What follows belongs to an exercise in optimizing a design on an open flow for small area and a short achievable clock period; a production flow would make more cautious choices.
In this exercise RTL edits were held to simulation tests only and were not proved equivalent to the original.

==> flow/design.v (excerpt) <==
module CTE ( clk, reset, op_mode, in_en, yuv_in, rgb_in, busy, out_valid, rgb_out, yuv_out);
input   clk ;
input   reset ;
input   op_mode;
input   in_en;
output  busy;
output  out_valid;
input   [7:0]   yuv_in;
output  [23:0]  rgb_out;
input   [23:0]  rgb_in;
output  [7:0]   yuv_out;
reg [1:0] cnt;
reg busy_r, valid_r;
reg [23:0] d;
reg [15:0] np;
assign busy = busy_r;
assign out_valid = valid_r;
wire [7:0] yy = d[7:0], uu = d[23:16], vv = d[15:8];
wire [12:0] zz = np[12:0];
wire [23:0] rgb;
assign rgb_out = rgb;
wire m0_0 = ~zz[12] & (zz[11] | zz[3]);
wire m0_1 = ~zz[12] & (zz[11] | zz[4]);
wire m0_2 = ~zz[12] & (zz[11] | zz[5]);
wire m0_3 = ~zz[12] & (zz[11] | zz[6]);
wire m0_4 = ~zz[12] & (zz[11] | zz[7]);
wire m0_5 = ~zz[12] & (zz[11] | zz[8]);
wire m0_6 = ~zz[12] & (zz[11] | zz[9]);
wire m0_7 = ~zz[12] & (zz[11] | zz[10]);
wire m0_8 = ~uu[0];
wire m0_9 = ~uu[1];
wire m0_10 = ~uu[2];
wire m0_11 = ~uu[3];
wire m0_12 = ~uu[4];
wire m0_13 = ~uu[5];
wire m0_14 = ~uu[6];
wire m0_15 = ~vv[0];
wire m0_16 = ~vv[1];
wire m0_17 = ~vv[2];
wire m0_18 = ~vv[3];
wire m0_19 = ~vv[4];
wire m0_20 = ~vv[5];
wire m0_21 = ~vv[6];
wire m0_22 = ~vv[7];
wire m0_23, m0_24;
CTE_ha m0_i25 (.a(yy[0]), .b(m0_10), .s(m0_23), .co(m0_24));
wire m0_25, m0_26;
CTE_ha m0_i27 (.a(yy[1]), .b(m0_11), .s(m0_25), .co(m0_26));
wire m0_27, m0_28;
CTE_ha m0_i29 (.a(yy[2]), .b(m0_12), .s(m0_27), .co(m0_28));
wire m0_29, m0_30;
CTE_ha m0_i31 (.a(yy[3]), .b(m0_13), .s(m0_29), .co(m0_30));
wire m0_31, m0_32;
CTE_ha m0_i33 (.a(yy[4]), .b(m0_14), .s(m0_31), .co(m0_32));
wire m0_33, m0_34;
CTE_ha m0_i35 (.a(yy[5]), .b(uu[7]), .s(m0_33), .co(m0_34));
wire m0_35, m0_36;
CTE_ha m0_i37 (.a(m0_15), .b(vv[2]), .s(m0_35), .co(m0_36));
wire m0_37, m0_38;
CTE_fa m0_i39 (.a(m0_16), .b(vv[3]), .c(m0_24), .s(m0_37), .co(m0_38));
wire m0_39, m0_40;
  ...
Size: ~740 cells after synthesis.
Settings: LEC_CHECK=0, ABC_CLOCK_PERIOD_IN_PS=4500, CAP_MARGIN=20, CORE_MARGIN=2, CORE_UTILIZATION=40, SLEW_MARGIN=20, SYNTH_HIERARCHICAL=1; clock period 25.0 ns.
standard.sh (not shown) runs the stock make flow with config.mk's settings and CLKGATE_MAP_FILE= SYNTH_SCRIPT=/design/flow/synth_recipe.tcl, a recipe that flattens the netlist after the stock synthesis.
==> flow/flow/run.sh <==
#!/bin/bash
# Standard layout (the standard.sh: standard synthesis and ORFS flow), with the
# port buffers made from buf_2 instead of the default delay buffer.
set -euo pipefail
bash standard.sh "BUFFER_PORTS_ARGS=-buffer_cell sky130_fd_sc_hd__buf_2" finish > standard_flow.log 2>&1
Then changed:
--- a/flow/flow/run.sh
+++ b/flow/flow/run.sh
@@ -5 +5 @@
-bash standard.sh "BUFFER_PORTS_ARGS=-buffer_cell sky130_fd_sc_hd__buf_2" finish > standard_flow.log 2>&1
+bash standard.sh "BUFFER_PORTS_ARGS=-buffer_cell sky130_fd_sc_hd__buf_2" "SETUP_SLACK_MARGIN=15.8" finish > standard_flow.log 2>&1
ABC_CLOCK_PERIOD_IN_PS = default   (was 4500)
Synthesized cell count is unchanged.
Worst hold slack is about the same.
Global-route usage goes up by 0.19 points.
Wire length increases slightly.
Critical path depth is higher by 1.
Setup slack gets better by 290 ps.
Utilization came out higher by 1.1 points.
Die area does not change.
Then changed:
==> flow/flow/run.sh (replaced) <==
#!/bin/bash
# Standard layout (the standard.sh: standard synthesis and ORFS flow), with the
# port buffers made from buf_2 instead of the default delay buffer.
set -euo pipefail
bash standard.sh "BUFFER_PORTS_ARGS=-buffer_cell sky130_fd_sc_hd__buf_2" "SETUP_SLACK_MARGIN=16.1" finish > standard_flow.log 2>&1
=> Wire length grows by 0.46%; critical path depth does not change; worst hold slack degrades by 8.8 ps; global-route usage hardly moves; setup slack degrades by 36 ps; via count grows by 0.55%; utilization grows by 0.73 points; non-clock buffer count grows by 9.
Then changed:
==> flow/flow/run.sh (replaced) <==
#!/bin/bash
# Standard layout (the standard.sh: standard synthesis and ORFS flow), with the
# port buffers made from buf_2 instead of the default delay buffer.
set -euo pipefail
bash standard.sh "BUFFER_PORTS_ARGS=-buffer_cell sky130_fd_sc_hd__buf_2" finish > standard_flow.log 2>&1
ABC_AREA = 1   (was default)
Effect: The new run finished clean. Non-clock buffer count shrinks by 28. Sequential share of layout area shrinks by 0.31 points. Count of clock-buffer cells in the layout is unchanged. Cell count grows by 21%. Routed wire length grows by 18%. Design area grows by 2.1%. Worst setup slack gets better by 130 ps. Register-to-register slack gets better by 450 ps.

Setup of main:
Another version of the RTL of CTE (not shown whole).
Size: roughly 910 cells after synthesis, roughly 70 I/O pins, about 8500 um2 of cells after synthesis.
export LEC_CHECK = 0
export CAP_MARGIN = 20
export CORE_MARGIN = 2
export CORE_UTILIZATION = 40
export SLEW_MARGIN = 20
create_clock -name core_clock -period 25.0 [get_ports {clk}]
==> flow/flow/run.sh <==
#!/bin/bash
# Standard layout (the standard.sh: standard synthesis and ORFS flow), with the
# port buffers made from buf_2 instead of the default delay buffer.
set -euo pipefail
bash standard.sh "BUFFER_PORTS_ARGS=-buffer_cell sky130_fd_sc_hd__buf_2" finish > standard_flow.log 2>&1
Relative to main, the following input files were edited for the feature branch:
==> flow/run.sh (new file) <==
#!/bin/bash
# synth_recipe.tcl (not shown) runs the flow's synth.tcl, then flattens the netlist and writes it again
# the make line also repeats each setting of config.mk as NAME=value (left out here)
make -C /OpenROAD-flow-scripts/flow DESIGN_CONFIG=/design/flow/config.mk WORK_HOME=/design/flow/orfs CLKGATE_MAP_FILE= SYNTH_SCRIPT=/design/flow/synth_recipe.tcl finish
removed: flow/flow/run.sh
removed: flow/standard.sh
### Flow results
The feature branch and main ended up with roughly the same slew at the pin closest to its max-slew limit. The feature branch vs main, part of the cycle the worst path needs went up by 1.7 points.

the reference run:
Another version of the RTL of CTE (not shown whole).
Size in the first run: roughly 810 cells after synthesis, roughly 46 flip-flops, about 70 I/O pins.
export LEC_CHECK = 0
export CAP_MARGIN = 20
export CORE_MARGIN = 2
export CORE_UTILIZATION = 40
export SLEW_MARGIN = 20
export SYNTH_HIERARCHICAL = 1
create_clock -name core_clock -period 25.0 [get_ports {clk}]
==> flow/flow/run.sh <==
#!/bin/bash
# Standard layout (the standard.sh: standard synthesis and ORFS flow), with the
# port buffers made from buf_2 instead of the default delay buffer.
set -euo pipefail
bash standard.sh "BUFFER_PORTS_ARGS=-buffer_cell sky130_fd_sc_hd__buf_2" finish > standard_flow.log 2>&1
Relative to the reference run, the following input files were edited for the trial run:
# the reference run
export LEC_CHECK = 0
export CAP_MARGIN = 20
export CORE_MARGIN = 2
export CORE_UTILIZATION = 40
export SLEW_MARGIN = 20
export SYNTH_HIERARCHICAL = 1
create_clock -name core_clock -period 25.0 [get_ports {clk}]
# the trial run
export LEC_CHECK = 0
export CAP_MARGIN = 20
export CORE_MARGIN = 2
export CORE_UTILIZATION = 40
export CTS_BUF_LIST = sky130_fd_sc_hd__clkbuf_8
export SLEW_MARGIN = 20
export SYNTH_HIERARCHICAL = 1
create_clock -name core_clock -period 25.0 [get_ports {clk}]
==> flow/flow/run.sh <==
#!/bin/bash
# Standard layout (the standard.sh: standard synthesis and ORFS flow), with the
# port buffers made from buf_1 instead of the default delay buffer.
set -euo pipefail
bash standard.sh "BUFFER_PORTS_ARGS=-buffer_cell sky130_fd_sc_hd__buf_1" finish > standard_flow.log 2>&1
--- outcome ---
- Parity-gate share of the synthesized area counting xor and xnor cells came out exactly the same in the trial run and the reference run.
- Diff the reference run -> the trial run: clock buffer instance count of the final layout saw a decrease; detailed route wirelength on metal3 shows an increase of about 2.2%; share of final-layout standard cells stronger than drive strength 1 fell 8.2 points.
- The run showing the greater number of filler cells placed in the layout is the trial run.
- Relative to the reference run, post-route standard cell area excluding fillers decreased by about 2% in the trial run.
- Compared to the reference run, the trial run shows a wider setup margin.
- Final critical-path share of the clock period essentially unchanged between the trial run and the reference run.
- The top achievable clock speed on the reference run is in line with that on the trial run.
- Of the trial run and the reference run, the reference run shows the lower multi-input logic portion of the cell area, with the trial run above it.

== wip/tundra ==
RTL: one of the versions met above, not the one the previous note started from.
Size in the first run: about 910 cells after synthesis, roughly 44 flip-flops, about 0.0085 mm^2 of cells after synthesis.
clock: 25.0 ns
lec_check: 0
cap_margin: 20
core_margin: 2
core_utilization: 40
slew_margin: 20
==> flow/flow/run.sh <==
#!/bin/bash
# Standard layout (the standard.sh: standard synthesis and ORFS flow), with the
# port buffers made from buf_2 instead of the default delay buffer, and timing repair aiming 15 ns above zero slack.
set -euo pipefail
bash standard.sh "BUFFER_PORTS_ARGS=-buffer_cell sky130_fd_sc_hd__buf_2" "SETUP_SLACK_MARGIN=15" finish > standard_flow.log 2>&1
Relative to wip/tundra, the following input files were edited for wip/willow:
==> flow/flow/run.sh <==
#!/bin/bash
# Standard layout (the standard.sh: standard synthesis and ORFS flow), with the
# port buffers made from buf_2 instead of the default delay buffer, and timing repair aiming 16.5 ns above zero slack.
set -euo pipefail
bash standard.sh "BUFFER_PORTS_ARGS=-buffer_cell sky130_fd_sc_hd__buf_2" "SETUP_SLACK_MARGIN=16.5" finish > standard_flow.log 2>&1
--- outcome ---
Cmp wip/willow vs wip/tundra: least setup slack across all paths after layout higher in wip/willow. Compared to wip/tundra, wip/willow has met2 wire length about 9% higher. [wip/willow vs wip/tundra] total stage count of the critical path: higher in wip/willow. Number of different library cells in the post-synthesis netlist came out exactly the same in wip/tundra and wip/willow. wip/willow vs wip/tundra: layout cell share with drive strength beyond 1 up in wip/willow. Looking at ratio of final minimum period to clock period, wip/willow sits below wip/tundra. Fraction of met3 tracks used by global routing was lower in the run labelled wip/tundra.

## port drivers added, routing unchanged
Ports are ideal in the flow. The routed layouts listed here were re-timed in OpenROAD.
Step 1 sets driving cells, clkbuf_16 on the clock port and buf_2 on the other inputs (assumed; they add their load-dependent delay and slew).
Step 2 adds t to the input delays and takes it off the output delays; t is the mean of the earliest and latest rising clock arrival at the registers after step 1. Input paths then give back, and output paths get back, about the clock's delay inside the block.
a / b / c = ideal ports / drivers / drivers and shift; a / b = the first two.
| run | t (ns) | setup slack, ns | hold WS [ns] |
|---|---|---|---|
| the first run of note 1 | 0.327 | 15.614 / 15.576 / 15.903 | 0.598 / 0.598 / 0.598 |
| the second run of note 1 | 0.328 | 15.904 / 15.866 / 15.930 | 0.598 / 0.598 / 0.598 |
| the third run of note 1 | 0.329 | 15.867 / 15.829 / 16.013 | 0.589 / 0.589 / 0.589 |
| the fourth run of note 1 | 0.332 | 16.001 / 15.960 / 16.176 | 0.568 / 0.568 / 0.568 |
| main | 0.326 | 15.182 / 15.143 / 15.358 | 0.605 / 0.605 / 0.605 |
| the feature branch | 0.325 | 14.760 / 14.724 / 15.038 | 0.601 / 0.601 / 0.601 |
| the reference run | 0.337 | 16.099 / 16.104 / 15.782 | 0.608 / 0.608 / 0.608 |
| the trial run | 0.358 | 16.121 / 16.087 / 15.778 | 0.622 / 0.622 / 0.622 |
| wip/tundra | 0.326 | 15.278 / 15.239 / 15.380 | 0.605 / 0.605 / 0.605 |
| wip/willow | 0.339 | 15.690 / 15.649 / 15.813 | 0.602 / 0.602 / 0.602 |
After both steps setup and hold are still met in every run listed. For the trial run, which loses most, drivers alone change the setup slack by -0.034 ns; drivers and shift together by -0.343 ns.
